This design comes from an exercise in tuning for small area on the open sky130 flow, not from production work.
Only simulation tests tie the RTL to the original design; equivalence was not proved.
Power and IR drop assume default switching activity.

File: design/flow/design.v
`timescale 1ns / 1ps
module digits(
    input  [5:0] value,
    input        sel_tens,
    output [3:0] bcd
    );
    wire [3:0] tens = value / 10;
    wire [3:0] ones = value % 10;
    assign bcd = sel_tens ? tens : ones;
endmodule
`timescale 1ns / 1ps
module seven_seg(
    input clk,
    input por,
    input reset,
    input st23,                
    input [5:0] seconds,
    input [5:0] minutes,
    input [4:0] hours,
    input blink_lo,            
    input blink_hi,            
    input blink_phase,         
    output reg [0:6] seg,
    output reg [3:0] digit
    );
    reg [3:0] scan;            
    reg [3:0] cur;             
    wire [3:0] scan_nxt = por ? 4'd0 : scan + 4'd1;
    wire [1:0] sel_nxt  = scan_nxt[3:2];
    always @(posedge clk or posedge reset)
        if (reset) scan <= 0;
        else       scan <= scan_nxt;
    wire [5:0] val = sel_nxt[1] ? (st23 ? minutes : {1'b0, hours})
                                : (st23 ? seconds : minutes);
    wire [3:0] bcd;
    digits digits_1(.value(val), .sel_tens(sel_nxt[0]), .bcd(bcd));
    always @(posedge clk or posedge reset)
        if (reset) cur <= 0;
        else       cur <= bcd;
    always @* begin
        case (scan[3:2])
            2'b00: digit = 4'b1110;
            2'b01: digit = 4'b1101;
            2'b10: digit = 4'b1011;
            2'b11: digit = 4'b0111;
        endcase
    end
    wire dark = ~blink_phase & (scan[3] ? blink_hi : blink_lo);
    wire A = cur[3], B = cur[2], C = cur[1], D = cur[0];
    wire sa = A | C | B & D | ~B & ~D;
    wire sb = ~B | ~C & ~D | C & D;
    wire sc = B | ~C | D;
    wire sd = A | ~B & ~D | ~B & C | C & ~D | B & ~C & D;
    wire se = ~B & ~D | C & ~D;
    wire sf = A | ~C & ~D | B & ~C | B & ~D;
    wire sg = A | ~B & C | B & ~C | C & ~D;
    always @* seg = ~({sa, sb, sc, sd, se, sf, sg} & {7{~dark}});
endmodule
`timescale 1ns / 1ps
module top(input clk, por, reset, start_stop, mode, edit_shift, inc,
           output reg buzzer, output [0:6] seg, output [3:0] digit, output [4:0] mode_value);
reg [1:0] edit_place;
reg [5:0] seconds, minutes;
reg [4:0] hours;
reg [5:0] seconds_temp, minutes_temp;
reg [4:0] hours_temp;
reg [5:0] al_minutes;
reg [4:0] al_hours;
reg [4:0] day_temp;
reg [3:0] month_temp;
reg tm_state, tm_nstate;
reg sw_state, sw_nstate;
reg alarm_state, alarm_nstate;
reg [2:0] state;     
reg adv;             
reg moved;           
reg trigger;
reg [4:0] scount;    
reg [4:0] a_count;   
wire st0 = ~state[2] & ~state[1] & ~state[0];
wire st1 = ~state[1] & state[0];
wire st2 = state[1] & ~state[0];
wire st3 = state[1] & state[0];
wire st4 = state[2];
wire [2:0] state_nxt = state[2] ? 3'd0 : state + 3'd1;
assign mode_value = moved ? {st1, st2, st3, st4, st0} : {st0, st1, st2, st3, st4};
reg [4:0] c25;
reg half, sclk;
wire c25_end = c25[4] & c25[3];    
always @(posedge clk) begin
    if (por) begin
        c25 <= 0; half <= 0; sclk <= 0;
    end else if (c25_end) begin
        c25 <= 0;
        half <= ~half;
        if (half) sclk <= ~sclk;
    end else
        c25 <= c25 + 5'd1;
end
wire tick    = sclk & ~half & (c25 == 5'd0);    
wire tick_49 = sclk & half & c25_end;           
wire lt15 = scount < 5'd15;
wire s15  = scount == 5'd15;
wire s16  = scount == 5'd16;
wire gt15 = ~lt15 & ~s15;
wire ge15 = ~lt15;
wire [4:0] sc_inc = scount + {4'd0, ~(scount[4] & scount[3])};    
wire R = reset, M = mode, E = edit_shift, I = inc, S = start_stop;
wire al = alarm_state, tm = tm_state, sw = sw_state;
wire trig = trigger;
wire [1:0] ep = edit_place;
wire ep0 = ep == 2'd0, ep1 = ep == 2'd1;
wire c_AS  = st0 & ~M & al & S;
wire c_I   = st0 & ~M & ~(al & S) & I;
wire c_rel = st0 & ~M & ~(al & S) & ~I;
wire e_R   = st1 & R;
wire e_M   = st1 & ~R & M;
wire e_E   = st1 & ~R & ~M & E;
wire e_I   = st1 & ~R & ~M & ~E & I;
wire e_rel = st1 & ~R & ~M & ~E & ~I;
wire t0    = st2 & ~tm;
wire t_R   = t0 & R;
wire t_M   = t0 & ~R & M;
wire t_I   = t0 & ~R & ~M & I;
wire t_E   = t0 & ~R & ~M & ~I & E;
wire t_S   = t0 & ~R & ~M & ~I & ~E & S;
wire t_rel = t0 & ~R & ~M & ~I & ~E & ~S;
wire t_S1  = st2 & tm & S;
wire t_run = st2 & tm & ~S & tick & tm_nstate;
wire w0    = st3 & ~sw;
wire w_R   = w0 & R;
wire w_M   = w0 & ~R & M;
wire w_S   = w0 & ~R & ~M & S;
wire w_rel = w0 & ~R & ~M & ~S;
wire w_S1  = st3 & sw & S;
wire w_run = st3 & sw & ~S & tick & sw_nstate;
wire a_M   = st4 & M;
wire a_S   = st4 & ~M & S;
wire a_I   = st4 & ~M & ~S & ~al & I;
wire a_E   = st4 & ~M & ~S & ~al & ~I & E;
wire a_rel = st4 & ~M & ~S & ~(~al & (I | E));
wire any_M = st0 & M | e_M | t_M | w_M | a_M;
wire step  = c_rel | e_rel | t_rel | w_rel | a_rel;         
wire idle  = step | st2 & tm & ~S | st3 & sw & ~S;          
wire sec_z   = seconds == 6'd0;
wire sec_59  = seconds == 6'd59;
wire sec_lt59 = seconds < 6'd59;
wire min_z   = minutes == 6'd0;
wire min_lt59 = minutes < 6'd59;
wire [5:0] sec_up = sec_lt59 ? seconds + 6'd1 : 6'd0;
wire [5:0] sec_dn = sec_z ? 6'd59 : seconds - 6'd1;
wire c1 = st1 & ep[1];         
wire min_lt = c1 ? (minutes < 6'd12) : st2 ? (minutes < 6'd60) : min_lt59;
wire [5:0] min_up = min_lt ? minutes + 6'd1 : {5'd0, c1};
wire [5:0] min_dn = minutes - 6'd1;
wire [4:0] mlen = {4'b1111, month_temp[0] ^ month_temp[3]};    
wire hr_lt = c1 ? ((minutes == 6'd2) ? (hours < 5'd28) : (hours < mlen)) : (hours < 5'd23);
wire [4:0] hr_up = hr_lt ? hours + 5'd1 : {4'd0, c1};
wire t_keep = t_R & gt15 | t_I & gt15 | t_run & min_z & sec_z;
wire w_keep = w_R & gt15 | w_run & ~min_lt59 & sec_59;
wire m_up  = e_I & s15 & ~ep[0] | t_I & s15 & ep1 | w_run & min_lt59 & ~sec_lt59 | a_I & s15 & ep0;
wire m_dn  = t_run & ~min_z & sec_z;
wire m_c   = e_R & s15 | t_R & s15 | w_R & s15 |
             trig & (st2 & ~t_keep & ~m_up & ~m_dn | st3 & ~w_keep & ~m_up);
wire m_al  = c_AS & ge15 | trig & st4 & ~m_up;
wire m_mo  = c_I & ge15 | e_rel & ep[1];
wire m_mt  = c_rel | e_rel & ~ep[1];
wire m_keep = ~(m_up | m_dn | m_c | m_al | m_mo | m_mt);
wire [5:0] minutes_nxt = {6{m_keep}} & minutes | {6{m_up}} & min_up | {6{m_dn}} & min_dn |
                         {6{m_c}} & {5'd0, c1} | {6{m_al}} & al_minutes |
                         {6{m_mo}} & {2'd0, month_temp} | {6{m_mt}} & minutes_temp;
wire s_up = t_I & s15 & ~ep1 | w_run & ~(~min_lt59 & sec_59);
wire s_dn = t_run & ~(min_z & sec_z);
wire s_z  = e_R & s15 & ~ep[1] | t_R & s15 | w_R & s15 |
            trig & (st2 & ~t_keep & ~s_up & ~s_dn | st3 & ~w_keep & ~s_up);
wire s_t  = c_rel;
wire s_keep = ~(s_up | s_dn | s_z | s_t);
wire [5:0] seconds_nxt = {6{s_keep}} & seconds | {6{s_up}} & sec_up | {6{s_dn}} & sec_dn |
                         {6{s_t}} & seconds_temp;
wire h_up = e_I & s15 & ep[0] | a_I & s15 & ep1;
wire h_c  = e_R & s15;
wire h_al = c_AS & ge15 | trig & st4 & ~h_up;
wire h_dy = c_I & ge15 | e_rel & ep[1];
wire h_ht = c_rel | e_rel & ~ep[1];
wire h_keep = ~(h_up | h_c | h_al | h_dy | h_ht);
wire [4:0] hours_nxt = {5{h_keep}} & hours | {5{h_up}} & hr_up | {5{h_c}} & {4'd0, c1} |
                       {5{h_al}} & al_hours | {5{h_dy}} & day_temp | {5{h_ht}} & hours_temp;
wire blink_any = (st0 & al & S & scount > 5'd1) | (st0 & I & scount > 5'd14) | (st3 & ~sw);
seven_seg seven_seg_1(
    .clk(clk), .por(por), .reset(reset), .st23(state[1]),
    .seconds(seconds), .minutes(minutes), .hours(hours),
    .blink_lo(blink_any | (st1 & ~ep[0]) | (st2 & ~tm & ep0) | (st4 & ~al & ep0)),
    .blink_hi(blink_any | (st1 & ep[0]) | (st2 & ~tm & ep1) | (st4 & ~al & ep1)),
    .blink_phase(half), .seg(seg), .digit(digit));
wire commit_t = st1 & ~ep[1] & s16;
wire sec_t59 = seconds_temp == 6'd59;
wire min_t59 = minutes_temp == 6'd59;
wire hr_t23  = hours_temp == 5'd23;
always @(posedge clk) begin
  if (por) begin
    seconds_temp <= 0;
    minutes_temp <= 0;
    hours_temp <= 0;
    buzzer <= 0;
    a_count <= 0;
  end else begin
    if (tick)
      seconds_temp <= sec_t59 ? 6'd0 : seconds_temp + 6'd1;
    else if (commit_t & R)
      seconds_temp <= seconds;
    if (tick & sec_t59)
      minutes_temp <= min_t59 ? 6'd0 : minutes_temp + 6'd1;
    else if (commit_t & (R | I))
      minutes_temp <= minutes;
    if (tick & sec_t59 & min_t59)
      hours_temp <= hr_t23 ? 5'd0 : hours_temp + 5'd1;
    else if (commit_t & (R | I))
      hours_temp <= hours;
    if (hours_temp == al_hours && minutes_temp == al_minutes && al) begin
      if (seconds_temp == 0)
        buzzer <= 1;
      else if (S && buzzer) begin
        if (a_count == 15)
          buzzer <= 0;
        a_count <= a_count + {4'd0, ~a_count[4]};
      end else
        a_count <= 0;
    end else begin
      a_count <= 0;
      buzzer <= 0;
    end
  end
end
wire day_end = sec_t59 & min_t59 & hr_t23 & tick_49;
wire commit_d = st1 & ep[1] & s16 & (R | I);
wire roll = (month_temp == 4'd2 & day_temp == 5'd28) | (day_temp == mlen);
always @(posedge clk) begin
  if (por) begin
    day_temp <= 1;
    month_temp <= 1;
  end else begin
    if (day_end)
      day_temp <= roll ? 5'd1 : day_temp + 5'd1;
    else if (commit_d)
      day_temp <= hours;
    if (day_end & roll)
      month_temp <= (month_temp == 4'd12) ? 4'd1 : month_temp + 4'd1;
    else if (commit_d)
      month_temp <= minutes[3:0];
  end
end
always @(posedge clk) begin
  if (por) begin
    edit_place <= 0;
    seconds <= 0;
    minutes <= 0;
    hours <= 0;
    al_minutes <= 0;
    al_hours <= 0;
    tm_state <= 0;
    tm_nstate <= 0;
    sw_state <= 0;
    sw_nstate <= 0;
    alarm_state <= 0;
    alarm_nstate <= 0;
    state <= 0;
    adv <= 0;
    moved <= 0;
    trigger <= 0;
    scount <= 0;
  end else begin
    seconds <= seconds_nxt;
    minutes <= minutes_nxt;
    hours <= hours_nxt;
    scount <= idle ? 5'd0 : ((c_AS | c_I) & ge15) ? scount : sc_inc;
    moved <= step & adv;
    if (step & adv) begin
      state <= state_nxt;
      adv <= 0;
    end else if (any_M & s15)
      adv <= 1;
    trigger <= st0 & (trig | M & s15) | e_M & gt15 | e_rel & adv |
               t_M & s15 | t_rel & adv | w_M & gt15 | w_rel & adv;
    if (e_E & s15)
      edit_place <= ep + 2'd1;
    else if ((t_E | a_E) & s15)
      edit_place <= {1'b0, ep0};
    else if (trig & ~st0 & ~((e_E | t_E | a_E) & gt15))
      edit_place <= 0;
    if (t_S & s15) tm_nstate <= 1;
    else if (t_S1 & s15 | t_run & min_z & sec_z) tm_nstate <= 0;
    if (t_rel | st2 & tm & ~S) tm_state <= tm_nstate;
    if (w_S & s15) sw_nstate <= 1;
    else if (w_S1 & s15 | w_run & ~min_lt59 & sec_59) sw_nstate <= 0;
    if (w_rel | st3 & sw & ~S) sw_state <= sw_nstate;
    if (a_S & s15) alarm_nstate <= ~al;
    if (c_rel | a_rel) alarm_state <= alarm_nstate;
    if (a_rel & ~al) begin
      al_minutes <= minutes;
      al_hours <= hours;
    end
  end
end
endmodule
File: design/flow/flow/run.sh
#!/bin/bash
# Own layout flow: the standard flow (standard.sh) with
#  - an area-oriented ABC script for the combinational logic in synthesis, and adders left
#    to ABC instead of ORFS's adder cell mapping (same Yosys synthesis otherwise: -nofsm
#    -noshare, flatten, renames; registers untouched),
#  - the smallest buffer cell for the port buffers,
#  - a clock tree without dummy loads, from smaller clock buffers,
# Every tool's output goes to the ORFS logs under orfs/logs/, make's output to flow.log.
set -euo pipefail
W=$(pwd)
CTS="-sink_clustering_enable -repair_clock_nets -dont_use_dummy_load $(cat flow/cts_args)"
{
  printf 'proc abc {args} { set i [lsearch $args -script]; if {$i >= 0} { lset args [expr {$i+1}] %s }; yosys abc {*}$args }\n' "$W/flow/abc_area.script"
  cat synth_recipe.tcl
} > my_synth.tcl
sed -e "s|SYNTH_SCRIPT=[^ ]*|SYNTH_SCRIPT=$W/my_synth.tcl|" \
    -e "s|\"\${@:-finish}\"|ADDER_MAP_FILE= \"BUFFER_PORTS_ARGS=-buffer_cell sky130_fd_sc_hd__buf_1\" \"CTS_ARGS=$CTS\" \"\${@:-finish}\"|" \
    standard.sh > my_standard.sh
bash my_standard.sh > flow.log 2>&1
File: design/flow/flow/abc_area.script
strash
balance -l
resub -K 6 -l
rewrite -l
resub -K 6 -N 2 -l
refactor -l
resub -K 8 -l
balance -l
resub -K 8 -N 2 -l
rewrite -l
resub -K 10 -l
rewrite -z -l
resub -K 10 -N 2 -l
balance -l
resub -K 12 -l
refactor -z -l
resub -K 12 -N 2 -l
rewrite -z -l
balance -l
dch -f
amap
strash
&get -n
&deepsyn -T 30
&put
dch -f
amap -F 2 -A 8
topo
File: design/flow/flow/cts_args
-buf_list sky130_fd_sc_hd__clkbuf_8 -sink_clustering_size 100 -sink_clustering_max_diameter 500
File: design/flow/standard.sh
#!/bin/bash
# synth_recipe.tcl (not shown) runs the flow's synth.tcl, then flattens the netlist and writes it again
# the make line also repeats each setting of config.mk as NAME=value (left out here)
make -C /OpenROAD-flow-scripts/flow DESIGN_CONFIG=/design/flow/config.mk WORK_HOME=/design/flow/orfs CLKGATE_MAP_FILE= SYNTH_SCRIPT=/design/flow/synth_recipe.tcl "${@:-finish}"
File: design/flow/config.mk
export PLATFORM = sky130hd
export DESIGN_NAME = top
export DESIGN_NICKNAME = top
export VERILOG_FILES = /design/flow/design.v
export SDC_FILE = /design/flow/constraint.sdc
export NUM_CORES = 4
export LEC_CHECK = 0
export CAP_MARGIN = 20
export CORE_MARGIN = 2
export CORE_UTILIZATION = 40
export SLEW_MARGIN = 20
File: design/flow/constraint.sdc
create_clock -name core_clock -period 10.0 [get_ports {clk}]
set_input_delay 2.0000 -clock core_clock [delete_from_list [all_inputs] [get_ports {clk}]]
set_output_delay 2.0000 -clock core_clock [all_outputs]
set_load 0.01 [all_outputs]
==> results.py, run 1 <==
metrics = {
    "sta": {
        "maxSlewHeadroom_pct": 47.31,
        "clock_skew_after_layout_ns": 0.02150,
        "final.min_clock_period_ns": 5.956,
        "hold_viol_final": 0,
        "finalSetupViolations": 0,
        "maxClockFrequency_ghz": 0.1679,
        "final_max_slew_viol_count": 0,
        "transition_time_at_the_pin_with_the_least_slew_margin_ns": 0.7875,
        "setup_total_negative_slack_ns": 0,
        "rsz0062_at_grt": "false",
        "post-route-period-util_pct": 59.56,
    },
    "run": {
        "maxCapViolations": 0,
    },
    "global_routing": {
        "grt_pass1_wl_mm": 27.90,
        "gr-total-overflow": 0,
        "grt_start_max_net_pins": 34,
        "antenna_found_initial": 0,
        "grt_use_total_pct": 25.00,
        "number_of_global_route_vias_before_repair": 5373,
    },
    "synth": {
        "yosys_warnings": 2,
        "asyncSetResetFlopFracSynth_pct": 8.511,
        "synth.net_count": 748,
        "synth.yosys.seq_area_share_pct": 36.51,
        "synth_enable_flop_cells": 0,
        "syn-cell-area_um2": 5264,
        "ys_top_cells_by_area": "sky130_fd_sc_hd__dfxtp_1 (33%), sky130_fd_sc_hd__clkinv_1 (9.7%), sky130_fd_sc_hd__nor2_1 (8.7%)",
        "synth.ff_latch_count": 94,
        "synth_largest_area_cell": "sky130_fd_sc_hd__dfxtp_1",
        "synth_cell_types": 40,
        "avgSynthCellArea_um2": 7.104,
        "ys.flop_type": "sky130_fd_sc_hd__dfxtp_1",
        "syn_inst": 741,
        "netlist.area_leader.share_pct": 32.71,
    },
    "worst_setup_path": {
        "worstPathRequired_ns": 8.00,
        "endpoint_kind": "output pin",
        "critPathKind": "input port to output pin",
        "worst-r2r-setup-slack_ns": 6.00,
        "worst_setup_sp_type": "input port",
        "timing.critical_path.from": "start_stop",
        "crit-reg2reg-launch": "state[1]",
        "path_max_fanout": 7,
        "endpoint_arrival_time_on_the_critical_path_ns": 3.96,
    },
    "detailed_routing": {
        "avgViaCountPerCell": 6.128,
        "drt_iter0_drc": 716,
        "antenna_violating_nets_post_route": 0,
        "drt_wl_total_mm": 17.50,
        "dr_total_vias": 5803,
        "wl_per_cell_um": 18.48,
        "drt-pass1-iter-count": 6,
        "drc_errors": 0,
    },
    "clocking": {
        "cts.path.max_buffers": 2,
        "insertion_delay_ns": 0.38,
        "post-cts-setup-buffer-count": 0,
        "tritoncts": "yes",
        "cts-root-buf": "sky130_fd_sc_hd__clkbuf_8",
        "cts_hold_buf": 0,
        "post_cts_resized": 0,
        "cts-buffers-inserted": 9,
        "cts_max_level": 3,
        "cts.sink_count": 94,
        "clk_pin_slew_ns": 0.08,
    },
    "die": {
        "dieArea_um2": 14090,
        "coreArea_um2": 12720,
        "initial_utilization_pct": 41.37,
        "chipHeight_um": 118.7,
        "row_count": 41,
        "die_width_um": 118.7,
        "io_pins": 24,
    },
    "power_and_ir_drop": {
        "vdd_ir_drop_max_uv": 107.6,
        "leakage_power_figure_nw": 1.834,
        "power_density_nw_per_um2": 107.3,
    },
    "finish": {
        "postLayoutCellArea_um2": 5704,
        "most_common_cell_after_layout_fill_and_taps_aside": "sky130_fd_sc_hd__clkinv_1",
        "final_layout_size_suffix_gt1_share_pct": 1.419,
        "num-nets-final": 784,
        "layout_common_cells": "sky130_fd_sc_hd__clkinv_1 (136), sky130_fd_sc_hd__nor2_1 (122), sky130_fd_sc_hd__dfxtp_1 (86)",
        "antennaDiodeCount": 0,
        "layout-area-overhead-vs-synth_pct": 8.367,
    },
    "placement": {
        "gp_congestion": 0.9451,
        "dp.final_hpwl_mm": 13.34,
        "placed_area_um2": 5580,
        "number_of_port_buffers": 23,
    },
    "worst_hold_path": {
        "min-delay-start": "c25[0]",
        "worst_min_path_class": "flip-flop to flip-flop",
    },
    "status": {
        "outcome": "no timing/DRC/antenna violations",
    },
}
==> cell families after synthesis <==
family                 synth area share, %
AO/OA/AOI/OAI                        31.88
buffers and inverters                9.698
AND/OR/NAND/NOR                      21.92
flip-flops                           36.51
==> through the flow <==
step	std cells	power (W)	setup slack (ns)	hold WS [ns]	utilization [%]
floorplan	741	0.0004040	4.834	0.3990	-
global placement	938	0.0004157	4.165	0.4123	43.86
detailed placement	938	0.0004163	4.003	0.4146	43.86
CTS	947	0.0006207	3.992	0.4283	44.84
global route	947	0.0006374	3.882	0.4381	44.84
finish	947	0.0006119	4.044	0.4213	44.84
==> worst paths after layout <==
check	endpoint	cells after the start
worst max-delay path	seg[3]	8
worst min-delay path	c25[0]	1
worst max register to register	seconds[3]	15
worst min register to register	c25[0]	1
max in group asynchronous	seven_seg_1.cur[0]	2
min in group asynchronous	seven_seg_1.scan[2]	2
==> layout make-up <==
type	count	area, µm²
sequential	94	1922
inverter	136	510.5
fill	1387	7018
timing repair buffer	25	101.3
multi-input combinational	511	2831
clock buffer	9	123.9
tap	172	215.2
==> where the power goes <==
part | switching [W] | internal [W] | leakage (nW)
logic | 0.0000222 | 0.00000672 | 0.967
registers | 0.00000200 | 0.000377 | 0.802
clock network | 0.000123 | 0.0000808 | 0.0647
==> critical path, cell delays in order <==
cell and delay, ns:
sky130_fd_sc_hd__buf_1 0.17, sky130_fd_sc_hd__o211ai_1 0.15, sky130_fd_sc_hd__a21oi_1 0.13, sky130_fd_sc_hd__o21ai_0 0.60, sky130_fd_sc_hd__clkinv_1 0.24, sky130_fd_sc_hd__a221o_1 0.32, sky130_fd_sc_hd__or2_0 0.20, sky130_fd_sc_hd__buf_1 0.13
==> metal layers <==
metal	up-vias	GRT usage, %	wire length, µm
li1	2789	-	-
met1	2672	34.89	8007
met2	308	38.22	7771
met3	34	5.743	1399
met4	0	7.664	318
met5	-	0	0
==> Yosys cell counts, drive strengths merged (6+ instances only) <==
cell type / instances
clkinv: 136
nor2: 122
dfxtp: 86
nand2: 64
o21ai: 49
a21oi: 39
o22ai: 38
nor3: 37
o221ai: 21
a211oi: 15
nand3: 14
a222oi: 13
o21a: 10
a22oi: 8
dfrtp: 8
nor4: 8
o211ai: 7
or3: 6
==> registers in the layout, indices dropped and copies added (netlist names), 6 cells and up <==
name          count
al_minutes        6
minutes           6
minutes_temp      6
seconds           6
seconds_temp      6
==> run 2: changes to the inputs <==
--- a/design/flow/design.v
+++ b/design/flow/design.v
@@ -149,11 +149,16 @@
 wire min_lt59 = minutes < 6'd59;
-wire [5:0] sec_up = sec_lt59 ? seconds + 6'd1 : 6'd0;
-wire [5:0] sec_dn = sec_z ? 6'd59 : seconds - 6'd1;
+wire use_hr  = st1 & ep[0] | st4 & ep1;
+wire use_min = st1 & ~ep[0] | st2 & (tm ? sec_z : ep1) | st3 & ~sec_lt59 | st4 & ep0;
+wire dn = st2 & tm;
+wire [5:0] opnd = use_min ? minutes : use_hr ? {1'b0, hours} : seconds;
+wire [5:0] pm1 = opnd + {{5{dn}}, 1'b1};
+wire [5:0] sec_up = sec_lt59 ? pm1 : 6'd0;
+wire [5:0] sec_dn = sec_z ? 6'd59 : pm1;
 wire c1 = st1 & ep[1];         
 wire min_lt = c1 ? (minutes < 6'd12) : st2 ? (minutes < 6'd60) : min_lt59;
-wire [5:0] min_up = min_lt ? minutes + 6'd1 : {5'd0, c1};
-wire [5:0] min_dn = minutes - 6'd1;
+wire [5:0] min_up = min_lt ? pm1 : {5'd0, c1};
+wire [5:0] min_dn = pm1;
 wire [4:0] mlen = {4'b1111, month_temp[0] ^ month_temp[3]};    
 wire hr_lt = c1 ? ((minutes == 6'd2) ? (hours < 5'd28) : (hours < mlen)) : (hours < 5'd23);
-wire [4:0] hr_up = hr_lt ? hours + 5'd1 : {4'd0, c1};
+wire [4:0] hr_up = hr_lt ? pm1[4:0] : {4'd0, c1};
 wire t_keep = t_R & gt15 | t_I & gt15 | t_run & min_z & sec_z;
==> design/flow/flow/run.sh (replaced) <==
#!/bin/bash
# Own layout flow: the standard flow (standard.sh) with
#  - an area-oriented ABC mapping of the combinational logic in synthesis: flow/abc_area.script
#    is run with several random seeds for its &deepsyn step and the smallest mapping is kept
#    (flow/abc_best.tcl); adders are left to ABC instead of ORFS's adder cell mapping. The Yosys
#    synthesis is otherwise the standard flow's (-nofsm -noshare, flatten, renames); registers are untouched,
#  - the smallest buffer cell for the port buffers,
#  - a clock tree without dummy loads, from smaller clock buffers (flow/cts_args).
# Every tool's output goes to the ORFS logs under orfs/logs/, make's output to flow.log.
set -euo pipefail
W=$(pwd)
CTS="-sink_clustering_enable -repair_clock_nets -dont_use_dummy_load $(cat flow/cts_args)"
mkdir -p abc
scripts=""
for s in 0 1 2 3 4 5; do
  sed "s/SEED/$s/" flow/abc_area.script > abc/abc_s$s.script
  scripts="$scripts $W/abc/abc_s$s.script"
done
{
  echo "set ::ABC_SCRIPTS [list$scripts]"
  cat flow/abc_best.tcl
  cat synth_recipe.tcl
} > my_synth.tcl
sed -e "s|SYNTH_SCRIPT=[^ ]*|SYNTH_SCRIPT=$W/my_synth.tcl|" \
    -e "s|\"\${@:-finish}\"|ADDER_MAP_FILE= \"BUFFER_PORTS_ARGS=-buffer_cell sky130_fd_sc_hd__buf_1\" \"CTS_ARGS=$CTS\" \"\${@:-finish}\"|" \
    standard.sh > my_standard.sh
bash my_standard.sh > flow.log 2>&1
--- a/design/flow/flow/abc_area.script
+++ b/design/flow/flow/abc_area.script
@@ -23,3 +23,3 @@
 &get -n
-&deepsyn -T 30
+&deepsyn -T 30 -S SEED
 &put
==> design/flow/flow/abc_best.tcl (new file) <==
# Replaces the abc command of ORFS's synthesis: runs each ABC script in ABC_SCRIPTS on the same
# logic and keeps the mapping with the smallest cell area. Registers are not touched.
proc abc {args} {
  set i [lsearch $args -script]
  set best 1e18
  yosys design -save abc_pre
  foreach s $::ABC_SCRIPTS {
    yosys design -load abc_pre
    lset args [expr {$i + 1}] $s
    yosys abc {*}$args
    set st [tee -q -s result.string stat {*}$::lib_args]
    regexp {Chip area for module '\\top': ([0-9.]+)} $st -> a
    puts "abc script $s: area $a"
    if {$a < $best} {
      set best $a
      yosys design -save abc_best
    }
  }
  yosys design -load abc_best
  puts "abc: kept area $best"
}
==> run 2 against run 1 <==
Net effect:
- global-route usage is 0.14 points higher
- hold slack better by 0.036 ns
- combinational power is 8.7% higher
- sequential power hardly changed
- clock power hardly changed
- non-clock buffer count is 2 higher
- sequential share of layout area is 0.43 points higher
- count of clock-buffer cells in the layout stayed put
- via count is 2.2% lower
- first-iteration DRC count is 3.4% higher
- critical endpoint is now seg[5]
- largest power group unchanged
==> results.py, run 2 <==
metrics = {
    "status": {
        "outcome": "no timing/DRC/antenna violations",
    },
    "sta": {
        "maxSlewHeadroom_pct": 34.08,
        "post-route-period-util_pct": 55.88,
        "rsz0062_at_grt": "false",
        "timing.final.ws_setup_ns": 4.412,
        "hold_viol_final": 0,
        "maxClockFrequency_ghz": 0.1789,
        "final_max_slew_viol_count": 0,
        "finalSetupViolations": 0,
        "setup_total_negative_slack_ns": 0,
        "transition_time_at_the_pin_with_the_least_slew_margin_ns": 0.9797,
        "final.min_clock_period_ns": 5.588,
        "clock_skew_after_layout_ns": 0.01982,
    },
    "worst_setup_path": {
        "critPathKind": "input port to output pin",
        "endpoint_arrival_time_on_the_critical_path_ns": 3.59,
        "path_max_fanout": 7,
        "critPathMaxStageDelay_ns": 0.33,
        "worst_setup_sp_type": "input port",
        "worst-r2r-setup-slack_ns": 5.69,
        "worstPathCellList": "buf_1 > nand2_1 > nor2_1 > o21ai_0 > a31oi_1 > clkinv_1 > o21ai_0 > buf_1",
        "rr_worst_depth": 18,
        "worstPathRequired_ns": 8.00,
        "critPathSlowestCell": "sky130_fd_sc_hd__a31oi_1",
        "endpoint_kind": "output pin",
    },
    "synth": {
        "ys_top_cells_by_area": "sky130_fd_sc_hd__dfxtp_1 (33%), sky130_fd_sc_hd__clkinv_1 (8.8%), sky130_fd_sc_hd__nor2_1 (7.0%)",
        "synth_largest_area_cell": "sky130_fd_sc_hd__dfxtp_1",
        "synth.ff_latch_count": 94,
        "synth_cell_types": 42,
        "syn-cell-area_um2": 5176,
        "netlist.area_leader.share_pct": 33.26,
        "avgSynthCellArea_um2": 7.301,
        "synth.net_count": 716,
        "synth_enable_flop_cells": 0,
        "syn_inst": 709,
        "netlist_top_cells_count": "sky130_fd_sc_hd__clkinv_1 (122), sky130_fd_sc_hd__nor2_1 (97), sky130_fd_sc_hd__dfxtp_1 (86), sky130_fd_sc_hd__nand2_1 (68), sky130_fd_sc_hd__o21ai_0 (47)",
        "leading_cell_type_by_number_of_instances_after_synthesis": "sky130_fd_sc_hd__clkinv_1",
        "synth.yosys.seq_area_share_pct": 37.13,
        "yosys_warnings": 2,
        "ys.flop_type": "sky130_fd_sc_hd__dfxtp_1",
        "asyncSetResetFlopFracSynth_pct": 8.511,
    },
    "worst_hold_path": {
        "worst_min_path_class": "flip-flop to flip-flop",
        "worstHoldPathCells": 1,
    },
    "global_routing": {
        "grt_pass1_wl_mm": 27.72,
        "grt_use_total_pct": 25.14,
        "number_of_global_route_vias_before_repair": 5287,
        "grt_start_max_net_pins": 34,
        "gr-total-overflow": 0,
        "antenna_found_initial": 0,
    },
    "power_and_ir_drop": {
        "vdd_ir_drop_max_uv": 59.19,
        "power_density_nw_per_um2": 109.5,
        "leakage_power_figure_nw": 1.846,
    },
    "finish": {
        "layout-area-overhead-vs-synth_pct": 8.799,
        "most_common_cell_after_layout_fill_and_taps_aside": "sky130_fd_sc_hd__clkinv_1",
        "postLayoutCellArea_um2": 5632,
        "antennaDiodeCount": 0,
        "layout_common_cells": "sky130_fd_sc_hd__clkinv_1 (122), sky130_fd_sc_hd__nor2_1 (97), sky130_fd_sc_hd__dfxtp_1 (86)",
        "num-nets-final": 754,
        "final_layout_size_suffix_gt1_share_pct": 1.745,
    },
    "clocking": {
        "cts.sink_count": 94,
        "cts_hold_buf": 0,
        "cts-root-buf": "sky130_fd_sc_hd__clkbuf_8",
        "cts_max_level": 3,
        "clk_pin_slew_ns": 0.08,
        "insertion_delay_ns": 0.38,
        "cts-buffers-inserted": 9,
        "post_cts_resized": 0,
        "tritoncts": "yes",
        "post-cts-setup-buffer-count": 0,
        "cts.path.max_buffers": 2,
    },
    "placement": {
        "placed_area_um2": 5508,
        "gp_congestion": 0.9266,
        "dp.final_hpwl_mm": 13.38,
        "dp_slack_ns": 4.443,
        "number_of_port_buffers": 23,
    },
    "die": {
        "row_count": 41,
        "die_width_um": 117.8,
        "dieArea_um2": 13870,
        "io_pins": 24,
        "coreArea_um2": 12620,
        "chipHeight_um": 117.8,
        "initial_utilization_pct": 41.02,
    },
    "detailed_routing": {
        "drt_iter0_drc": 740,
        "wl_per_cell_um": 18.79,
        "drt-pass1-iter-count": 7,
        "drc_errors": 0,
        "avgViaCountPerCell": 6.192,
        "dr_total_vias": 5678,
        "drt_wl_total_mm": 17.23,
        "antenna_violating_nets_post_route": 0,
    },
    "run": {
        "maxCapViolations": 0,
    },
}
## run 2: cell count changes after synthesis, moves of 4 or more
cell and change:
sky130_fd_sc_hd__o32a_1 -4, sky130_fd_sc_hd__clkinv_1 -14, sky130_fd_sc_hd__a21oi_1 -17, sky130_fd_sc_hd__a222oi_1 +5
sky130_fd_sc_hd__nand3_1 +10, sky130_fd_sc_hd__nor3_1 -4, sky130_fd_sc_hd__nor2_1 -25, sky130_fd_sc_hd__nand2_1 +4
sky130_fd_sc_hd__a31oi_1 +6
## run 2: final cells by class
cell class                      instances  area, µm²
Timing Repair Buffer                   27      116.4
Clock buffer                            9      123.9
Tap cell                              172      215.2
Sequential cell                        94       1922
Multi-Input combinational cell        493       2796
Inverter                              122      457.9
Fill cell                            1340       6988
## run 2: cell families after synthesis
group | count (synthesis) | share of synthesized area (%)
AO/OA/AOI/OAI | 235 | 32.12
buffers and inverters | 122 | 8.847
flip-flops | 94 | 37.13
AND/OR/NAND/NOR | 258 | 21.90
## run 2: per-stage QoR
stage / total power (W) / utilization [%] / instances / hold WS (ns)
global route: 0.0006417 / 44.63 / 917 / 0.4805
floorplan: 0.0004063 / - / 709 / 0.4128
CTS: 0.0006219 / 44.63 / 917 / 0.4629
detailed placement: 0.0004197 / 43.64 / 908 / 0.4422
finish: 0.0006169 / 44.63 / 917 / 0.4572
global placement: 0.0004191 / 43.64 / 908 / 0.4224
## run 2: report_power, final
part           internal (W)  total (W)  switching [W]
Sequential         0.000378   0.000380     0.00000247
Clock             0.0000809   0.000205       0.000124
Combinational    0.00000765  0.0000314      0.0000238
## run 2: path summary, 6_finish.rpt
check,from,to
max,start_stop,seg[5]
min in group asynchronous,reset,seven_seg_1.scan[0]
max in group asynchronous,reset,seven_seg_1.cur[2]
min,c25[0],c25[0]
min reg2reg,c25[0],c25[0]
max reg2reg,state[1],minutes[5]
## run 2: per-layer routing
layer / vias up / wire length [µm] / track usage, %
met4: 0 / 640 / 11.30
li1: 2734 / - / -
met3: 40 / 1412 / 5.959
met5: - / 0 / 0
met1: 2657 / 7357 / 31.98
met2: 247 / 7823 / 40.44
## run 2: critical path, delay by kind of cell
| kind | cells | cell delay [ns] |
|---|---|---|
| compound gates | 3 | 0.58 |
| buf+inv | 3 | 0.71 |
| simple gates | 2 | 0.31 |
==> run 3: changes to the inputs <==
--- a/design/flow/flow/run.sh
+++ b/design/flow/flow/run.sh
@@ -14,3 +14,3 @@
 scripts=""
-for s in 0 1 2 3 4 5; do
+for s in 0 1 2 3 4 5 6 7 8 9 10 11; do
   sed "s/SEED/$s/" flow/abc_area.script > abc/abc_s$s.script
==> run 3 against run 2 <==
Net effect:
- synthesized cell count did not move
- register-to-register slack barely moved
- total power did not move
- sequential share of layout area did not move
- critical path depth did not move
- first-iteration DRC count did not move
- die area did not move
==> results.py, run 3 <==
metrics = {
    "status": {
        "outcome": "no timing/DRC/antenna violations",
    },
    "detailed_routing": {
        "dr_total_vias": 5678,
        "wl_per_cell_um": 18.79,
        "drc_errors": 0,
        "drt-pass1-iter-count": 7,
        "antenna_violating_nets_post_route": 0,
        "drt_wl_total_mm": 17.23,
        "avgViaCountPerCell": 6.192,
        "drt_iter0_drc": 740,
    },
    "clocking": {
        "insertion_delay_ns": 0.38,
        "clk_pin_slew_ns": 0.08,
        "cts-buffers-inserted": 9,
        "cts.path.max_buffers": 2,
        "cts.sink_count": 94,
        "cts_max_level": 3,
        "cts_hold_buf": 0,
        "post-cts-setup-buffer-count": 0,
        "tritoncts": "yes",
        "post_cts_resized": 0,
        "cts-root-buf": "sky130_fd_sc_hd__clkbuf_8",
    },
    "finish": {
        "final_layout_size_suffix_gt1_share_pct": 1.745,
        "layout.cells.non_filler": 917,
        "num-nets-final": 754,
        "antennaDiodeCount": 0,
        "layout.filler_cells": 1340,
        "layout-area-overhead-vs-synth_pct": 8.799,
        "most_common_cell_after_layout_fill_and_taps_aside": "sky130_fd_sc_hd__clkinv_1",
        "postLayoutCellArea_um2": 5632,
        "layout_common_cells": "sky130_fd_sc_hd__clkinv_1 (122), sky130_fd_sc_hd__nor2_1 (97), sky130_fd_sc_hd__dfxtp_1 (86)",
    },
    "synth": {
        "leading_cell_type_by_number_of_instances_after_synthesis": "sky130_fd_sc_hd__clkinv_1",
        "synth_cell_types": 42,
        "synth.net_count": 716,
        "yosys_warnings": 2,
        "syn-cell-area_um2": 5176,
        "avgSynthCellArea_um2": 7.301,
        "netlist_top_cells_count": "sky130_fd_sc_hd__clkinv_1 (122), sky130_fd_sc_hd__nor2_1 (97), sky130_fd_sc_hd__dfxtp_1 (86), sky130_fd_sc_hd__nand2_1 (68), sky130_fd_sc_hd__o21ai_0 (47)",
        "ys.flop_type": "sky130_fd_sc_hd__dfxtp_1",
        "syn_inst": 709,
        "asyncSetResetFlopFracSynth_pct": 8.511,
        "synth_largest_area_cell": "sky130_fd_sc_hd__dfxtp_1",
        "synth.yosys.seq_area_share_pct": 37.13,
        "ys_top_cells_by_area": "sky130_fd_sc_hd__dfxtp_1 (33%), sky130_fd_sc_hd__clkinv_1 (8.8%), sky130_fd_sc_hd__nor2_1 (7.0%)",
        "synth_enable_flop_cells": 0,
        "netlist.area_leader.share_pct": 33.26,
        "synth.ff_latch_count": 94,
    },
    "die": {
        "io_pins": 24,
        "row_count": 41,
        "chipHeight_um": 117.8,
        "initial_utilization_pct": 41.02,
        "die_width_um": 117.8,
        "coreArea_um2": 12620,
        "dieArea_um2": 13870,
    },
    "power_and_ir_drop": {
        "post-layout-total-power_w": 0.0006169,
        "vdd_ir_drop_max_uv": 59.19,
        "leakage_power_figure_nw": 1.846,
        "power_density_nw_per_um2": 109.5,
    },
    "worst_setup_path": {
        "endpoint_arrival_time_on_the_critical_path_ns": 3.59,
        "critPathKind": "input port to output pin",
        "endpoint_kind": "output pin",
        "worst_setup_sp_type": "input port",
        "path_max_fanout": 7,
        "worstPathRequired_ns": 8.00,
    },
    "placement": {
        "gp_congestion": 0.9266,
        "place.detailed.instances": 908,
        "number_of_port_buffers": 23,
        "dp.final_hpwl_mm": 13.38,
        "dp_slack_ns": 4.443,
        "placed_area_um2": 5508,
    },
    "sta": {
        "final.min_clock_period_ns": 5.588,
        "timing.final.ws_setup_ns": 4.412,
        "setup_total_negative_slack_ns": 0,
        "final_max_slew_viol_count": 0,
        "rsz0062_at_grt": "false",
        "transition_time_at_the_pin_with_the_least_slew_margin_ns": 0.9797,
        "clock_skew_after_layout_ns": 0.01982,
        "maxSlewHeadroom_pct": 34.08,
        "post-route-period-util_pct": 55.88,
        "hold_viol_final": 0,
        "finalSetupViolations": 0,
        "maxClockFrequency_ghz": 0.1789,
    },
    "global_routing": {
        "gr-total-overflow": 0,
        "grt_use_total_pct": 25.14,
        "number_of_global_route_vias_before_repair": 5287,
        "grt_start_max_net_pins": 34,
        "antenna_found_initial": 0,
        "grt_pass1_wl_mm": 27.72,
    },
    "run": {
        "maxCapViolations": 0,
    },
    "worst_hold_path": {
        "worst_min_path_class": "flip-flop to flip-flop",
    },
}
-- run 3: per-stage QoR --
stage	hold WS, ns	util [%]
floorplan	0.4128	-
global placement	0.4224	43.64
detailed placement	0.4422	43.64
CTS	0.4629	44.63
global route	0.4805	44.63
finish	0.4572	44.63
-- run 3: worst paths after layout --
path / from / to / slack (ns) / depth (start not counted)
worst max-delay path: start_stop / seg[5] / 4.41 / 8
worst min-delay path: c25[0] / c25[0] / 0.46 / 1
worst min register to register: c25[0] / c25[0] / 0.46 / 1
min in group asynchronous: reset / seven_seg_1.scan[0] / 1.70 / 2
worst max register to register: state[1] / minutes[5] / 5.69 / 18
max in group asynchronous: reset / seven_seg_1.cur[2] / 8.05 / 2
-- run 3: power breakdown --
group	internal [W]	switching (W)
Combinational	0.00000765	0.0000238
Clock	0.0000809	0.000124
Sequential	0.000378	0.00000247
Total	0.000466	0.000151
-- run 3: logic make-up (layout without fill, tap and decap cells) --
kind of cell,Yosys count,in the layout,share of synthesized area (%)
flops,94,94,37.13
compound gates,235,235,32.12
simple gates,258,258,21.90
buf+inv,122,158,8.847
-- run 3: critical path, cell delays in order --
cell	delay, ns
sky130_fd_sc_hd__buf_1	0.32
sky130_fd_sc_hd__nand2_1	0.18
sky130_fd_sc_hd__nor2_1	0.13
sky130_fd_sc_hd__o21ai_0	0.13
sky130_fd_sc_hd__a31oi_1	0.33
sky130_fd_sc_hd__clkinv_1	0.21
sky130_fd_sc_hd__o21ai_0	0.12
sky130_fd_sc_hd__buf_1	0.18
-- run 3: layout make-up --
class | count | area (µm²) | area share [%]
clock buffers | 9 | 123.9 | 2.200
repair buffers | 27 | 116.4 | 2.066
well taps | 172 | 215.2 | 3.821
multi-input cells | 493 | 2796 | 49.66
flip-flops and latches | 94 | 1922 | 34.13
inverters | 122 | 457.9 | 8.132
-- run 3: routing by layer --
layer	vias to the layer above	track usage (%)	routed length [µm]	share of wire, %
li1	2734	-	-	-
met1	2657	31.98	7357	43
met2	247	40.44	7823	45
met3	40	5.959	1412	8.2
met4	0	11.30	640	3.7
met5	-	0	0	0
==> run 4: changes to the inputs <==
--- a/design/flow/flow/run.sh
+++ b/design/flow/flow/run.sh
@@ -3,3 +3,3 @@
 #  - an area-oriented ABC mapping of the combinational logic in synthesis: flow/abc_area.script
-#    is run with several random seeds for its &deepsyn step and the smallest mapping is kept
+#    is run with several random seeds for its &deepsyn steps and the smallest mapping is kept
 #    (flow/abc_best.tcl); adders are left to ABC instead of ORFS's adder cell mapping. The Yosys
@@ -14,4 +14,4 @@
 scripts=""
-for s in 0 1 2 3 4 5 6 7 8 9 10 11; do
-  sed "s/SEED/$s/" flow/abc_area.script > abc/abc_s$s.script
+for s in 0 1 2 3 4 5 6 7; do
+  sed "s/SEED2/$((s + 50))/; s/SEED/$s/" flow/abc_area.script > abc/abc_s$s.script
   scripts="$scripts $W/abc/abc_s$s.script"
--- a/design/flow/flow/abc_area.script
+++ b/design/flow/flow/abc_area.script
@@ -26,3 +26,9 @@
 dch -f
-amap -F 2 -A 8
+amap -F 4 -A 16
+strash
+&get -n
+&deepsyn -T 30 -S SEED2
+&put
+dch -f
+amap -F 4 -A 16
 topo
==> run 4 against run 3 <==
Net effect:
- highest routed layer unchanged
- first-iteration DRC count fell by 21%
- fmax fell by 3.2%
- critical path depth rose by 1
- sequential power barely moved
- critical path type unchanged
- sequential share of layout area rose by 0.30 points
- largest power group unchanged
==> results.py, run 4 <==
metrics = {
    "finish": {
        "layout_common_cells": "sky130_fd_sc_hd__clkinv_1 (120), sky130_fd_sc_hd__nor2_1 (105), sky130_fd_sc_hd__dfxtp_1 (86)",
        "most_common_cell_after_layout_fill_and_taps_aside": "sky130_fd_sc_hd__clkinv_1",
        "layout-area-overhead-vs-synth_pct": 8.882,
        "antennaDiodeCount": 0,
        "final_cell_utilization_of_the_core_pct": 44.42,
        "layout.cells.non_filler": 906,
        "final_layout_size_suffix_gt1_share_pct": 1.771,
        "num-nets-final": 743,
        "layout.filler_cells": 1340,
    },
    "clocking": {
        "clk_pin_slew_ns": 0.06,
        "cts.path.max_buffers": 2,
        "post-cts-setup-buffer-count": 0,
        "cts_hold_buf": 0,
        "tritoncts": "yes",
        "insertion_delay_ns": 0.38,
        "cts-buffers-inserted": 9,
        "cts-root-buf": "sky130_fd_sc_hd__clkbuf_8",
        "cts.sink_count": 94,
        "cts_max_level": 3,
        "post_cts_resized": 0,
    },
    "synth": {
        "synth_enable_flop_cells": 0,
        "synth.ff_latch_count": 94,
        "yosys_warnings": 2,
        "netlist_top_cells_count": "sky130_fd_sc_hd__clkinv_1 (120), sky130_fd_sc_hd__nor2_1 (105), sky130_fd_sc_hd__dfxtp_1 (86), sky130_fd_sc_hd__nand2_1 (55), sky130_fd_sc_hd__o21ai_0 (51)",
        "synth_cell_types": 49,
        "syn_inst": 698,
        "leading_cell_type_by_number_of_instances_after_synthesis": "sky130_fd_sc_hd__clkinv_1",
        "synth.yosys.seq_area_share_pct": 37.48,
        "avgSynthCellArea_um2": 7.346,
        "ys.flop_type": "sky130_fd_sc_hd__dfxtp_1",
        "asyncSetResetFlopFracSynth_pct": 8.511,
        "synth_largest_area_cell": "sky130_fd_sc_hd__dfxtp_1",
        "ys_top_cells_by_area": "sky130_fd_sc_hd__dfxtp_1 (34%), sky130_fd_sc_hd__clkinv_1 (8.8%), sky130_fd_sc_hd__nor2_1 (7.7%)",
        "netlist.area_leader.share_pct": 33.58,
        "syn-cell-area_um2": 5127,
        "synth.net_count": 705,
    },
    "sta": {
        "rsz0062_at_grt": "false",
        "post-route-period-util_pct": 57.71,
        "clock_skew_after_layout_ns": 0.02572,
        "hold_viol_final": 0,
        "setup_total_negative_slack_ns": 0,
        "final_max_slew_viol_count": 0,
        "final.min_clock_period_ns": 5.771,
        "finalSetupViolations": 0,
        "transition_time_at_the_pin_with_the_least_slew_margin_ns": 1.094,
        "maxClockFrequency_ghz": 0.1733,
        "maxSlewHeadroom_pct": 26.41,
    },
    "detailed_routing": {
        "drt_wl_total_mm": 17.02,
        "dr_total_vias": 5543,
        "avgViaCountPerCell": 6.118,
        "antenna_violating_nets_post_route": 0,
        "wl_per_cell_um": 18.78,
        "drc_errors": 0,
        "drt_iter0_drc": 588,
        "drt-pass1-iter-count": 5,
    },
    "placement": {
        "place.detailed.instances": 897,
        "gp_congestion": 0.9810,
        "dp.final_hpwl_mm": 13.05,
        "number_of_port_buffers": 23,
    },
    "die": {
        "row_count": 41,
        "coreArea_um2": 12570,
        "chipHeight_um": 117.2,
        "io_pins": 24,
        "dieArea_um2": 13740,
        "die_width_um": 117.2,
        "initial_utilization_pct": 40.80,
    },
    "worst_setup_path": {
        "worst_path_most_repeated_cell": "sky130_fd_sc_hd__buf_1",
        "path_max_fanout": 8,
        "worstReg2RegEnd": "seconds[5]",
        "critPathKind": "input port to output pin",
        "endpoint_kind": "output pin",
        "worstPathRequired_ns": 8.00,
        "crit-reg2reg-launch": "state[1]",
        "critPathSlowestCell": "sky130_fd_sc_hd__buf_1",
        "worst-r2r-setup-slack_ns": 5.73,
        "rr_worst_depth": 16,
        "critPathMaxStageDelay_ns": 0.29,
        "worstPathCellList": "buf_1 > nand2_1 > o22ai_1 > a222oi_1 > nor2_1 > or3_1 > a21boi_0 > nand2b_1 > buf_1",
        "endpoint_arrival_time_on_the_critical_path_ns": 3.77,
        "worst_setup_sp_type": "input port",
    },
    "global_routing": {
        "gr-total-overflow": 0,
        "grt_pass1_wl_mm": 26.59,
        "grt_start_max_net_pins": 28,
        "number_of_global_route_vias_before_repair": 5053,
        "grt_use_total_pct": 25.61,
        "antenna_found_initial": 0,
    },
    "power_and_ir_drop": {
        "vdd_ir_drop_max_uv": 86.95,
        "power_density_nw_per_um2": 111.1,
        "seq_power_share_pct": 61.3,
        "post-layout-total-power_w": 0.0006203,
        "clkPwrFrac_pct": 33.0,
        "leakage_power_figure_nw": 1.785,
        "internal_power_w": 0.0004679,
        "power.switching_fraction_pct": 24.57,
        "power_switching_w": 0.0001524,
        "comb_power_share_pct": 5.7,
    },
    "worst_hold_path": {
        "worst_min_path_class": "flip-flop to flip-flop",
        "min_to": "c25[0]",
        "min-delay-start": "c25[0]",
        "worstHoldPathCells": 1,
    },
    "run": {
        "maxCapViolations": 0,
    },
    "status": {
        "outcome": "no timing/DRC/antenna violations",
    },
}
## run 4: cell count changes after synthesis, moves of 7 or more
| cell | previous run | this run |
|---|---|---|
| sky130_fd_sc_hd__nor2_1 | 97 | 105 |
| sky130_fd_sc_hd__a21oi_1 | 22 | 33 |
| sky130_fd_sc_hd__nand3_1 | 24 | 14 |
| sky130_fd_sc_hd__nor3_1 | 33 | 23 |
| sky130_fd_sc_hd__nor4_1 | 7 | 15 |
| sky130_fd_sc_hd__a211oi_1 | 16 | 9 |
| sky130_fd_sc_hd__nand2_1 | 68 | 55 |
## run 4: layout make-up
cell class                      instances  area [µm²]  share of cell area (%)
Multi-Input combinational cell        484        2755                   49.35
Sequential cell                        94        1922                   34.42
Tap cell                              172       215.2                   3.855
Inverter                              120       450.4                   8.068
Clock buffer                            9       123.9                   2.219
Timing Repair Buffer                   27       116.4                   2.084
## run 4: logic make-up (layout without fill, tap and decap cells)
| kind of cell | Yosys count | in the layout | synth area share (%) |
|---|---|---|---|
| AND/OR/NAND/NOR | 248 | 248 | 21.77 |
| AO/OA/AOI/OAI | 236 | 236 | 31.97 |
| buffers and inverters | 120 | 156 | 8.785 |
| flip-flops | 94 | 94 | 37.48 |
## run 4: power groups by stage
stage | sequential (W) | combinational [W] | clock (W)
floorplan | 0.000388 | 0.0000211 | 0
global placement | 0.000389 | 0.0000339 | 0
detailed placement | 0.000389 | 0.0000346 | 0
CTS | 0.000381 | 0.0000348 | 0.000212
global route | 0.000381 | 0.0000392 | 0.000227
finish | 0.000381 | 0.0000352 | 0.000205
## run 4: how the worst max path moves through the flow
stage | from | slack (ns) | cells after the start | end
finish | start_stop | 4.23 | 9 | seg[3]
global route | inc | 4.04 | 9 | seg[3]
CTS | start_stop | 4.22 | 9 | seg[3]
detailed placement | start_stop | 4.22 | 9 | seg[3]
global placement | start_stop | 4.33 | 9 | seg[3]
floorplan | inc | 4.67 | 7 | seg[3]
## run 4: per-stage QoR
| stage | setup slack (ns) | cell area [µm²] | hold slack, ns |
|---|---|---|---|
| 6_report | 4.229 | 5583 | 0.4222 |
| 5_1_grt | 4.035 | 5583 | 0.4499 |
| 4_1_cts | 4.216 | 5583 | 0.4265 |
| 3_5_place_dp | 4.220 | 5459 | 0.4171 |
| 3_3_place_gp | 4.329 | 5459 | 0.4175 |
| 2_1_floorplan | 4.674 | 5127 | 0.4006 |
## run 4: worst max-delay path, delay by kind of cell
kind | cells | cell delay [ns]
simple gates | 4 | 0.72
compound gates | 3 | 0.61
buf+inv | 2 | 0.43
## run 4: routing by layer
metal  track usage [%]  vias to the layer above  share of wire, %
li1                  -                     2671                 -
met1             34.48                     2561                44
met2             39.81                      268                44
met3             6.488                       43               9.1
met4             9.176                        0               3.0
met5                 0                        -                 0
==> run 5: changes to the inputs <==
--- a/design/flow/flow/run.sh
+++ b/design/flow/flow/run.sh
@@ -14,3 +14,3 @@
 scripts=""
-for s in 0 1 2 3 4 5 6 7; do
+for s in 0 1 2 3 4 5 6 7 8 9 10 11 12 13 14 15; do
   sed "s/SEED2/$((s + 50))/; s/SEED/$s/" flow/abc_area.script > abc/abc_s$s.script
==> run 5 against run 4 <==
Net effect:
- critical path depth is the same
- via count is the same
- clock skew is the same
- final cell count is the same
- first-iteration DRC count is the same
- total power is the same
- design area is the same
- register-to-register slack is essentially flat
- clock power is essentially flat
- setup slack is the same
- fmax is the same
- synthesized cell count is the same
- critical endpoint unchanged
==> results.py, run 5 <==
metrics = {
    "sta": {
        "maxClockFrequency_ghz": 0.1733,
        "rsz0062_at_grt": "false",
        "final_max_slew_viol_count": 0,
        "hold_viol_final": 0,
        "post-route-period-util_pct": 57.71,
        "timing.final.ws_setup_ns": 4.229,
        "setup_total_negative_slack_ns": 0,
        "final.min_clock_period_ns": 5.771,
        "timing.hold.ws_ns": 0.4222,
        "maxSlewHeadroom_pct": 26.41,
        "transition_time_at_the_pin_with_the_least_slew_margin_ns": 1.094,
        "clock_skew_after_layout_ns": 0.02572,
        "finalSetupViolations": 0,
    },
    "worst_setup_path": {
        "critPathMaxStageDelay_ns": 0.29,
        "critPathKind": "input port to output pin",
        "worstReg2RegEnd": "seconds[5]",
        "worstPathCellList": "buf_1 > nand2_1 > o22ai_1 > a222oi_1 > nor2_1 > or3_1 > a21boi_0 > nand2b_1 > buf_1",
        "worst_setup_sp_type": "input port",
        "endpoint_arrival_time_on_the_critical_path_ns": 3.77,
        "critPathSlowestCell": "sky130_fd_sc_hd__buf_1",
        "endpoint_kind": "output pin",
        "crit-reg2reg-launch": "state[1]",
        "path_max_fanout": 8,
        "worstPathRequired_ns": 8.00,
        "rr_worst_depth": 16,
        "worst_path_most_repeated_cell": "sky130_fd_sc_hd__buf_1",
        "worst-r2r-setup-slack_ns": 5.73,
    },
    "finish": {
        "layout_common_cells": "sky130_fd_sc_hd__clkinv_1 (120), sky130_fd_sc_hd__nor2_1 (105), sky130_fd_sc_hd__dfxtp_1 (86)",
        "num-nets-final": 743,
        "postLayoutCellArea_um2": 5583,
        "layout-area-overhead-vs-synth_pct": 8.882,
        "layout.filler_cells": 1340,
        "antennaDiodeCount": 0,
        "most_common_cell_after_layout_fill_and_taps_aside": "sky130_fd_sc_hd__clkinv_1",
        "final_layout_size_suffix_gt1_share_pct": 1.771,
    },
    "clocking": {
        "post-cts-setup-buffer-count": 0,
        "cts.sink_count": 94,
        "tritoncts": "yes",
        "cts-root-buf": "sky130_fd_sc_hd__clkbuf_8",
        "cts_hold_buf": 0,
        "cts-buffers-inserted": 9,
        "post_cts_resized": 0,
        "cts.path.max_buffers": 2,
        "clk_pin_slew_ns": 0.06,
        "cts_max_level": 3,
        "insertion_delay_ns": 0.38,
    },
    "synth": {
        "ys.flop_type": "sky130_fd_sc_hd__dfxtp_1",
        "netlist.area_leader.share_pct": 33.58,
        "yosys_warnings": 2,
        "leading_cell_type_by_number_of_instances_after_synthesis": "sky130_fd_sc_hd__clkinv_1",
        "synth.net_count": 705,
        "synth_enable_flop_cells": 0,
        "avgSynthCellArea_um2": 7.346,
        "synth.yosys.seq_area_share_pct": 37.48,
        "netlist_top_cells_count": "sky130_fd_sc_hd__clkinv_1 (120), sky130_fd_sc_hd__nor2_1 (105), sky130_fd_sc_hd__dfxtp_1 (86), sky130_fd_sc_hd__nand2_1 (55), sky130_fd_sc_hd__o21ai_0 (51)",
        "synth.ff_latch_count": 94,
        "syn-cell-area_um2": 5127,
        "syn_inst": 698,
        "synth_cell_types": 49,
        "synth_largest_area_cell": "sky130_fd_sc_hd__dfxtp_1",
        "ys_top_cells_by_area": "sky130_fd_sc_hd__dfxtp_1 (34%), sky130_fd_sc_hd__clkinv_1 (8.8%), sky130_fd_sc_hd__nor2_1 (7.7%)",
        "asyncSetResetFlopFracSynth_pct": 8.511,
    },
    "detailed_routing": {
        "dr_total_vias": 5543,
        "antenna_violating_nets_post_route": 0,
        "drc_errors": 0,
        "drt-pass1-iter-count": 5,
        "drt_iter0_drc": 588,
        "wl_per_cell_um": 18.78,
        "avgViaCountPerCell": 6.118,
        "drt_wl_total_mm": 17.02,
    },
    "power_and_ir_drop": {
        "leakage_power_figure_nw": 1.785,
        "vdd_ir_drop_max_uv": 86.95,
        "power_density_nw_per_um2": 111.1,
        "post-layout-total-power_w": 0.0006203,
    },
    "placement": {
        "dp.final_hpwl_mm": 13.05,
        "gp_congestion": 0.9810,
        "placed_area_um2": 5459,
        "dp_slack_ns": 4.220,
        "number_of_port_buffers": 23,
    },
    "global_routing": {
        "gr-total-overflow": 0,
        "grt_pass1_wl_mm": 26.59,
        "antenna_found_initial": 0,
        "number_of_global_route_vias_before_repair": 5053,
        "grt_use_total_pct": 25.61,
        "grt_start_max_net_pins": 28,
    },
    "status": {
        "outcome": "no timing/DRC/antenna violations",
    },
    "die": {
        "io_pins": 24,
        "dieArea_um2": 13740,
        "coreArea_um2": 12570,
        "row_count": 41,
        "initial_utilization_pct": 40.80,
        "chipHeight_um": 117.2,
        "die_width_um": 117.2,
    },
    "run": {
        "maxCapViolations": 0,
    },
    "worst_hold_path": {
        "min-delay-start": "c25[0]",
        "min_to": "c25[0]",
        "worstHoldPathCells": 1,
        "worst_min_path_class": "flip-flop to flip-flop",
    },
}
==> run 5: cell counts in the layout (fill, tap and decap cells not counted) <==
Identical to the previous run, type by type.
==> run 5: stage by stage <==
stage,utilization [%],std cells
floorplan,-,698
global placement,43.43,897
detailed placement,43.43,897
CTS,44.42,906
global route,44.42,906
finish,44.42,906
==> run 5: worst max path at each step <==
stage	startpoint	to	depth (start not counted)
floorplan	inc	seg[3]	7
global placement	start_stop	seg[3]	9
detailed placement	start_stop	seg[3]	9
CTS	start_stop	seg[3]	9
global route	inc	seg[3]	9
finish	start_stop	seg[3]	9
==> run 5: logic make-up (layout without fill, tap and decap cells) <==
group                  Yosys count  in the layout  synth area share (%)
AND/OR/NAND/NOR                248            248                 21.77
flip-flops                      94             94                 37.48
buffers and inverters          120            156                 8.785
AO/OA/AOI/OAI                  236            236                 31.97
==> run 5: layout make-up <==
cell class / count / area (µm²) / area share [%]
sequential: 94 / 1922 / 34.42
multi-input combinational: 484 / 2755 / 49.35
clock buffer: 9 / 123.9 / 2.219
inverter: 120 / 450.4 / 8.068
timing repair buffer: 27 / 116.4 / 2.084
tap: 172 / 215.2 / 3.855
==> run 5: where the power goes <==
part	internal [W]	leakage [nW]	switching, W
clock	0.0000809	0.0647	0.000124
combinational	0.00000920	0.918	0.0000260
sequential	0.000378	0.802	0.00000269
total	0.000468	1.78	0.000152
==> run 5: worst max-delay path, delay by kind of cell <==
kind,cells,cell delay (ns)
buffers and inverters,2,0.43
and+or+nand+nor,4,0.72
AOI/OAI and AO/OA,3,0.61
==> run 5: layer usage <==
metal	GRT usage [%]	wire, µm	vias up
li1	-	-	2671
met1	34.48	7443	2561
met2	39.81	7520	268
met3	6.488	1545	43
met4	9.176	505	0
met5	0	0	-

-- static timing again, ports no longer ideal --
Ports are ideal in the flow. The routed layouts listed here were re-timed in OpenROAD.
Step 1 assumes that a clkbuf_16 drives the clock port and a buf_2 every other input.
Step 2 adds t to the input delays and takes it off the output delays; t is the mean of the earliest and latest rising clock arrival at the registers after step 1. Input paths then give back, and output paths get back, about the clock's delay inside the block.
a / b / c = no drivers / after step 1 / after step 2; a / b = the first two.
run	t, ns	slack for setup (ns)	slew at the worst register clock pin (ns)
run 1	0.409	4.044 / 4.020 / 4.020	0.09 / 0.09
run 2	0.406	4.412 / 4.389 / 4.389	0.09 / 0.09
run 3	0.406	4.412 / 4.389 / 4.389	0.09 / 0.09
run 4	0.407	4.229 / 4.207 / 4.207	0.10 / 0.10
run 5	0.407	4.229 / 4.207 / 4.207	0.10 / 0.10
After both steps every run listed still meets setup and hold. The setup slack of run 1, which loses most, moves by -0.024 ns with the drivers and by -0.024 ns with both steps.
